Background: an optimization exercise with open tools, aiming at small area and a short achievable clock period. Do not read the settings as production practice. The RTL was checked by simulation tests, not by an equivalence proof against the original design.

==> flow/design.v (outline; a module is shown in full before it is edited, if it fits) <==
// module ALU: 58 lines
// module DIV: 3591 lines
// module MUL: 834 lines
// module RADD: 10 lines
// module RegFile: 18 lines
// module GPPM: 36 lines
module GPPM(
    input clk,
    input [3:0] raddr1,
    input [3:0] raddr2,
    input wen,
    input [3:0] waddr,
    input wdsrc,
    input [3:0] func,
    input [31:0] constant,
    output isZero,
    output [31:0] result
);
  // ...
==> flow/run.sh <==
#!/bin/bash
# synth_recipe.tcl (not shown) runs the flow's synth.tcl, then flattens the netlist and writes it again
# the make line also repeats each setting of config.mk as NAME=value (left out here)
make -C /OpenROAD-flow-scripts/flow DESIGN_CONFIG=/design/flow/config.mk WORK_HOME=/design/flow/orfs CLKGATE_MAP_FILE= SYNTH_SCRIPT=/design/flow/synth_recipe.tcl finish
==> flow/config.mk <==
export PLATFORM = sky130hd
export DESIGN_NAME = GPPM
export DESIGN_NICKNAME = GPPM
export VERILOG_FILES = /design/flow/design.v
export SDC_FILE = /design/flow/constraint.sdc
export NUM_CORES = 4
export LEC_CHECK = 0
export ABC_AREA = 1
export CAP_MARGIN = 70
export CORE_MARGIN = 2
export CORE_UTILIZATION = 35
export SLEW_MARGIN = 70
==> flow/constraint.sdc <==
create_clock -name core_clock -period 125.0 [get_ports {clk}]
set_input_delay 25.0000 -clock core_clock [delete_from_list [all_inputs] [get_ports {clk}]]
set_output_delay 25.0000 -clock core_clock [all_outputs]
set_load 0.01 [all_outputs]
==> impl_metrics.env, run 1 <==
export IMPL_outcome="complete, no violations"
export IMPL_routed_top_layer="met5"
export IMPL_seq_cell_count=512
export IMPL_ys_top_cells_by_count="4,014 x nand2_1, 1,275 x nand3_1, 1,101 x nand2_2"
export IMPL_ys_warn_count=2
export IMPL_drtIter0Drc=14400
export IMPL_placed_area_um2=105000
export IMPL_synth_compound_area_frac=0.142
export IMPL_avgSynthCellArea_um2=6.70
export IMPL_startpoint="raddr2[2]"
export IMPL_clkLatencyLatePin_ns=0.64
export IMPL_wl_met2_mm=188
export IMPL_hold_ws_ns=1.96
export IMPL_post_cts_resized=0
export IMPL_nMultiInputCombCells=12000
export IMPL_vias=105000
export IMPL_grt_overflow_total=0
export IMPL_dp_slack_ns=43.20
export IMPL_critPathLaunchType="input pin"
export IMPL_reg2reg_depth=228
export IMPL_fin_crit_ns=82.42
export IMPL_die_y_um=535
export IMPL_cts_max_level=2
export IMPL_crit_required_ns=100.00
export IMPL_numClockSinks=512
export IMPL_synth_edff_count=512
export IMPL_crit_arrival_ns=57.42
export IMPL_n_antenna_cell=14
==> run 2, diff against run 1 <==
--- a/flow/design.v
+++ b/flow/design.v
@@ -52,17 +52,18 @@
             default: r = 32'h0;
         endcase
     end
     wire isdiv = (func == 4'd3);
     assign res = isdiv ? quo : r;
     assign isZero = isdiv ? (ltu & (|b)) : ~|r;
 endmodule
 module DIV(input [31:0] a, input [31:0] b, output [31:0] q);
-wire [33:0] B1 = {2'b0,b}; wire [33:0] B2 = {1'b0,b,1'b0}; wire [33:0] B3 = B1 + B2;
+wire [33:0] B1 = {2'b0,b}; wire [33:0] B2 = {1'b0,b,1'b0}; wire [33:0] B3;
+RADD #(33) b3 (.x(B1[32:0]), .y(B2[32:0]), .ci(1'b0), .s(B3[32:0]), .co(B3[33]));
 wire [1:0] p15 = a[31:30];
 wire t1 = p15[0] ^ B1[0];
 wire t2 = p15[1] ^ B1[1];
 wire t3 = t2 | t1;
 wire t4 = t2 ? p15[1] : p15[0];
 wire t5 = ~t3 | t4;
 wire t6 = t1 ? p15[0] : 1'b1;
 wire c1_15 = (b <= 32'd3) & t5;
==> run 2 against run 1 <==
Net effect:
- still clean
- global-route usage down 0.11 points
- core utilization down 0.31 points
- critical path type unchanged
- critical endpoint unchanged
==> impl_metrics.env, run 2 <==
export IMPL_worstMarginPinSlew_ns=0.504
export IMPL_final_common_cell="nand2_1"
export IMPL_start_util=0.351
export IMPL_cts_max_level=2
export IMPL_path_class="in -> out"
export IMPL_finalSetupTns_ns=0
export IMPL_hold_viol_final=0
export IMPL_slew_headroom=0.664
export IMPL_skew_ns=0.0451
export IMPL_hold_class="reg -> reg"
export IMPL_postRouteAntennaNets=0
export IMPL_post_cts_setup_buffers=0
export IMPL_largest_reg_flops=512
export IMPL_synth_top_family_by_area="simple AND/OR/NAND/NOR gates"
export IMPL_die_area_um2=287000
export IMPL_ys_types=106
export IMPL_final_max_slew_viol_count=0
export IMPL_setup_viol_count_final=0
export IMPL_cp_max_fo=50
export IMPL_synth_most_common_cell="nand2_1"
export IMPL_avgSynthCellArea_um2=6.68
export IMPL_clkLatencyLatePin_ns=0.64
export IMPL_largest_register="rf.memory"
export IMPL_numCtsBuffers=55
export IMPL_synth_xor_area_frac=0.0607
export IMPL_crit_arrival_ns=58.16
export IMPL_row_count=195
export IMPL_track_usage=0.313
export IMPL_drt_pass1_iter_count=10
export IMPL_crit_required_ns=100.00
export IMPL_synth_fa_ha_area_frac=0.0783
export IMPL_cts_tree="yes"
export IMPL_max_cap_violations=0
export IMPL_layout_drive_gt1_share=0.216
export IMPL_grt_pass1_vias=94600
export IMPL_ys_warn_count=2
export IMPL_fmax_ghz=0.0120
export IMPL_ctsLongestPathBuffers=3
export IMPL_fp_dieW_um=535
export IMPL_clkTransAtPathRegs_ns=0.06
export IMPL_synth_seq_area_share=0.156
export IMPL_synth_edff_count=512
export IMPL_io_pins=84
export IMPL_ys_seq_elements=512
export IMPL_grt_max_degree=75
export IMPL_portBuffers=83
export IMPL_drc_errors=0
export IMPL_netlist_area_leader_share=0.156
export IMPL_grt_overflow_total=0
export IMPL_multi_input_area_um2=73900
export IMPL_syn2layout_area_growth_pct=7.26
export IMPL_yosys_area_share_simple=0.457
export IMPL_period_share=0.665
export IMPL_postCtsHoldBufs=0
export IMPL_gp_congestion=1.05
export IMPL_outcome="complete, no violations"
export IMPL_core_um2=282000
export IMPL_viasPerCell=5.73
export IMPL_grt_first_pass_wirelength_mm=666
export IMPL_slowest_delay_ns=0.64
export IMPL_wl_mm=468
export IMPL_mostFrequentLayoutCells="4,058 x nand2_1, 1,537 x nand3_1, 1,091 x nand2_2"
export IMPL_min_from="rf.memory[6][31]"
export IMPL_synth_cells=14800
export IMPL_netlist_area_um2=98900
export IMPL_synth_top_cell_by_area="nand2_1"
export IMPL_rsz0062_at_grt="false"
export IMPL_reg_top3="rf.memory: 512 flops"
export IMPL_critPathLaunchType="input pin"
export IMPL_worst_path_most_repeated_cell="nand2_1"
export IMPL_startpoint="raddr2[2]"
export IMPL_fillers=30300
export IMPL_ys_flop_type="edfxtp_1"
export IMPL_drtIter0Drc=13900
export IMPL_worst_setup_path_end_kind="output pin"
export IMPL_finalCoreUtilization=0.377
export IMPL_antenna_found_initial=21
export IMPL_numClockSinks=512
export IMPL_cpMaxStageDelayCell="clkdlybuf4s50_1"
export IMPL_finalNetCount=15100
export IMPL_post_cts_resized=0
export IMPL_syn_nets=15300
export IMPL_wl_per_cell_um=25.4
export IMPL_clockRootBuffer="clkbuf_16"
export IMPL_hpwlAfterDp_mm=351
export IMPL_synthMuxAreaShare=0.00162
export IMPL_synth_area_top_cells="nand2_1 16%, edfxtp_1 16%, nand3_1 7.8%"
export IMPL_synth_compound_area_frac=0.134
export IMPL_vias=105000
export IMPL_die_y_um=535
export IMPL_ys_top_cells_by_count="4,113 x nand2_1, 1,538 x nand3_1, 1,128 x inv_1"
export IMPL_timing_rr_start="rf.memory[5][30]"
export IMPL_regArea_um2=15400
export IMPL_fin_crit_ns=83.16
export IMPL_async_flop_share=0
[run 2: area by class of cell]
type                    instances  share of cell area
well taps                    3743              0.0442
multi-input cells           12200               0.697
diodes                         10            0.000236
flip-flops and latches        512               0.145
inverters                    1470              0.0543
clock buffers                  68              0.0134
repair buffers                419              0.0433
clock inverters                31             0.00256
[run 2: final timing paths]
| path | endpoint | slack [ns] | cells past startpoint |
|---|---|---|---|
| setup / recovery | result[0] | 41.84 | 214 |
| setup reg to reg | rf.memory[10][0] | 93.04 | 209 |
| hold / removal | rf.memory[10][30] | 2.00 | 12 |
| hold reg to reg | rf.memory[10][30] | 2.00 | 12 |
[run 2: worst max-delay path, delay by kind of cell]
family | cells | cell delay, ns
xor gates and xnor gates | 1 | 0.35
adders and majority gates | 1 | 0.23
AOI/OAI and AO/OA | 7 | 1.08
and+or+nand+nor | 175 | 24.43
buffers and inverters | 30 | 6.66
[run 2: stage by stage]
step	area, µm²	setup slack [ns]	std cells	hold WS [ns]
6_report	106000	41.84	18400	2.00
5_1_grt	106000	39.77	18400	2.06
4_1_cts	106000	42.63	18400	1.94
3_5_place_dp	104000	42.69	18300	1.93
3_3_place_gp	101000	40.06	18200	2.33
2_1_floorplan	98900	46.14	14800	1.57
[run 2: cells by family after synthesis]
kind of cell,Yosys count
xor gates and xnor gates,670
adders and majority gates,453
buffers and inverters,2144
DFF,512
AOI/OAI and AO/OA,2262
and+or+nand+nor,8754
muxes,16
[run 2: layer usage]
layer  wire [µm]  up-vias  share of wire  global-route usage
met5          77        -        0.00016                   0
met1      191000    49700           0.41               0.426
met3       57700     1089           0.12              0.0784
met4       28200       12          0.060               0.154
li1            -    48400              -                   -
met2      190000     6267           0.41               0.456

==> re-timing with driven ports <==
In the flow no input, the clock included, has a driving cell. The finished layouts below were timed again as built, in two steps.
Step 1 assumes that a clkbuf_16 drives the clock port and a buf_2 every other input.
Step 2 adds t to the input delays and takes it off the output delays; t is the mean of the earliest and latest rising clock arrival at the registers after step 1. Input paths then give back, and output paths get back, about the clock's delay inside the block.
a / b / c = ideal / step 1 / step 2; a / b = the first two.
run	t (ns)	setup slack, ns	latest minus earliest clock arrival (ns)	slew at the worst register clock pin (ns)	pins driven straight from the clock port
run 1	0.660	42.577 / 42.550 / 42.550	0.075 / 0.074	0.06 / 0.06	1
run 2	0.669	41.840 / 41.817 / 41.817	0.045 / 0.045	0.06 / 0.06	1
After both steps every run listed still meets setup and hold. The setup slack of run 1, which loses most, moves by -0.027 ns with the drivers and by -0.027 ns with both steps.
